What follows belongs to an exercise in optimizing a design on an open flow for small area; a production flow would make more cautious choices.
In this exercise RTL edits were held to simulation tests only and were not proved equivalent to the original.
No activity file was given, so power comes from the tool's default toggle rates.

Setup of onyx:
Design pipeline_wrapped, start of the top module:
module pipeline_wrapped (
    input  wire        clk,
    input  wire        reset,
    input  wire [31:0] pipeline1_inputs,
    input  wire [31:0] pipeline2_inputs,
    input  wire [1:0]  in_valid,
    input  wire        flush_1,
    input  wire        flush_2,
    output wire [31:0] pipeline1_outputs,
    output wire [31:0] pipeline2_outputs,
    output wire [1:0]  out_valid
);
Size: about 1300 cells after synthesis, roughly 140 I/O pins, about 25000 µm² of cells after synthesis.
export LEC_CHECK = 0
export CAP_MARGIN = 20
export CORE_MARGIN = 2
export CORE_UTILIZATION = 55
export CTS_BUF_LIST = sky130_fd_sc_hd__clkbuf_8
export CTS_CLUSTER_SIZE = 30
export SLEW_MARGIN = 20
export SYNTH_HIERARCHICAL = 1
export SYNTH_MINIMUM_KEEP_SIZE = 0
create_clock -name core_clock -period 5.0 [get_ports {clk}]
run.sh (not shown) runs the stock make flow with config.mk's settings and CLKGATE_MAP_FILE= SYNTH_SCRIPT=/design/flow/synth_recipe.tcl, a recipe that flattens the netlist after the stock synthesis.
What tundra does differently from onyx at the input level:
Settings: BUFFER_PORTS_ARGS now -buffer_cell sky130_fd_sc_hd__buf_1, previously not set; CTS_CLUSTER_SIZE no longer set, was 30; CTS_ARGS now -sink_clustering_enable -repair_clock_nets -dont_use_dummy_load -buf_list sky130_fd_sc_hd__clkbuf_8, previously not set; CTS_BUF_LIST no longer set, was sky130_fd_sc_hd__clkbuf_8.
==> flow/flow/run.sh (new file) <==
#!/bin/bash
# Standard layout (the standard.sh, standard synthesis unchanged) with two
# changes: ports are buffered with buf_1 instead of the default buffer cell, and
# clock tree synthesis inserts no dummy loads and uses clkbuf_8 buffers.
set -euo pipefail
cat >> config.mk <<'EOF'
export BUFFER_PORTS_ARGS = -buffer_cell sky130_fd_sc_hd__buf_1
export CTS_ARGS = -sink_clustering_enable -repair_clock_nets -dont_use_dummy_load -buf_list sky130_fd_sc_hd__clkbuf_8
EOF
bash standard.sh > standard.log 2>&1
==> flow/standard.sh (new file) <==
#!/bin/bash
# synth_recipe.tcl (not shown) runs the flow's synth.tcl, then flattens the netlist and writes it again
# the make line also repeats each setting of config.mk as NAME=value (left out here)
make -C /OpenROAD-flow-scripts/flow DESIGN_CONFIG=/design/flow/config.mk WORK_HOME=/design/flow/orfs CLKGATE_MAP_FILE= SYNTH_SCRIPT=/design/flow/synth_recipe.tcl "${@:-finish}"
removed: flow/run.sh
- Leakage power summed over all cells delta for tundra relative to onyx: 8.2% lower
- Delta (tundra minus onyx): total met2 wirelength after detailed routing rose 270 µm; final cell count moved down.
### tundra -> fjord
Settings: CTS_ARGS now -sink_clustering_enable -repair_clock_nets -dont_use_dummy_load -buf_list sky130_fd_sc_hd__clkbuf_8 -sink_clustering_size 16 -sink_clustering_max_diameter 50, was -sink_clustering_enable -repair_clock_nets -dont_use_dummy_load -buf_list sky130_fd_sc_hd__clkbuf_8.
==> flow/flow/run.sh <==
#!/bin/bash
# Standard layout (the standard.sh, standard synthesis unchanged) with two
# changes: ports are buffered with buf_1 instead of the default buffer cell, and
# clock tree synthesis inserts no dummy loads and uses clkbuf_8 buffers driving
# clusters of up to 16 flip-flops within 50 um.
set -euo pipefail
cat >> config.mk <<'EOF'
export BUFFER_PORTS_ARGS = -buffer_cell sky130_fd_sc_hd__buf_1
export CTS_ARGS = -sink_clustering_enable -repair_clock_nets -dont_use_dummy_load -buf_list sky130_fd_sc_hd__clkbuf_8 -sink_clustering_size 16 -sink_clustering_max_diameter 50
EOF
bash standard.sh > standard.log 2>&1
Notes after the runs:
Route | fjord vs tundra | wire shorter in fjord
Summary of fjord over tundra: leakage component of the power fell 4.5%, mean routed wirelength per cell rose 0.99%, number of clock buffers in the layout fell 60, final instance area fell 2.9%.
fjord -> tundra: synthesized area delta 0, exact match
diff inputs: fjord => violet
Settings: swapping 55 for 70 in CORE_UTILIZATION.
## What came out
- Delta(hold slack, violet - fjord) < 0
- Comparing violet and fjord, the lower violation count after the first detailed-route iteration was measured on violet.
- violet vs fjord — aggregate global-route resource usage rose 5.0 points.
- Against fjord, violet comes in 1.1% lower on cell area after layout.
- Fmax in violet is 0.50% below fjord.
- In violet the share of power burned in the clock network turned out 0.4 points lower than in fjord.
diff inputs: violet => pepper
Settings: CORE_UTILIZATION now 55, was 70; CTS_ARGS now -sink_clustering_enable -repair_clock_nets -dont_use_dummy_load -buf_list sky130_fd_sc_hd__clkbuf_8 -sink_clustering_size 18 -sink_clustering_max_diameter 50, was -sink_clustering_enable -repair_clock_nets -dont_use_dummy_load -buf_list sky130_fd_sc_hd__clkbuf_8 -sink_clustering_size 16 -sink_clustering_max_diameter 50.
==> flow/flow/run.sh <==
#!/bin/bash
# Standard layout (the standard.sh, standard synthesis unchanged) with two
# changes: ports are buffered with buf_1 instead of the default buffer cell, and
# clock tree synthesis inserts no dummy loads and uses clkbuf_8 buffers driving
# clusters of up to 18 flip-flops within 50 um.
set -euo pipefail
cat >> config.mk <<'EOF'
export BUFFER_PORTS_ARGS = -buffer_cell sky130_fd_sc_hd__buf_1
export CTS_ARGS = -sink_clustering_enable -repair_clock_nets -dont_use_dummy_load -buf_list sky130_fd_sc_hd__clkbuf_8 -sink_clustering_size 18 -sink_clustering_max_diameter 50
EOF
bash standard.sh > standard.log 2>&1
Notes after the runs:
In pepper, wire length per cell after detailed routing is lower than in violet.
Portion of the layout cell area used by clock cells delta (pepper -> violet): insignificant
Cmp pepper and violet / die area / lower: violet
Worst path setup slack after routing: pepper and violet compared, higher one is violet
On maximum clock frequency: between pepper and violet, it ends up higher for violet.
Summary of pepper over violet: proportion of power drawn by the clock network level; CTS buffer count moved down; utilization after layout moved down; weighted congestion at the end of routability-driven global placement moved down.

-- afterwards: timing with drivers on the ports --
The flow's constraints put no driver on any port. The routed layouts listed below were extracted and timed again, unchanged, in two steps.
Step 1: set_driving_cell puts a clkbuf_16 on clk and a buf_2 on each other input, an assumption about the parent block.
Step 2 times the ports against the registers' clock, not the clock port: input delays grow and output delays shrink by t, the midpoint of the rising clock arrivals with the driver on.
Slacks: no drivers / after step 1 / after step 2; pairs: no drivers / after step 1.
run	shift t [ns]	setup WS [ns]	worst setup path at the end
onyx	0.743	1.425 / 1.425 / 1.125	input to register
tundra	0.718	1.565 / 1.565 / 1.539	input to register
fjord	0.708	1.581 / 1.581 / 1.540	input to register
violet	0.703	1.564 / 1.564 / 1.418	input to register
pepper	0.709	1.541 / 1.541 / 1.525	input to register
After both steps every run listed still meets setup and hold. For onyx, which loses most, drivers alone change the setup slack by 0.000 ns; drivers and shift together by -0.300 ns.
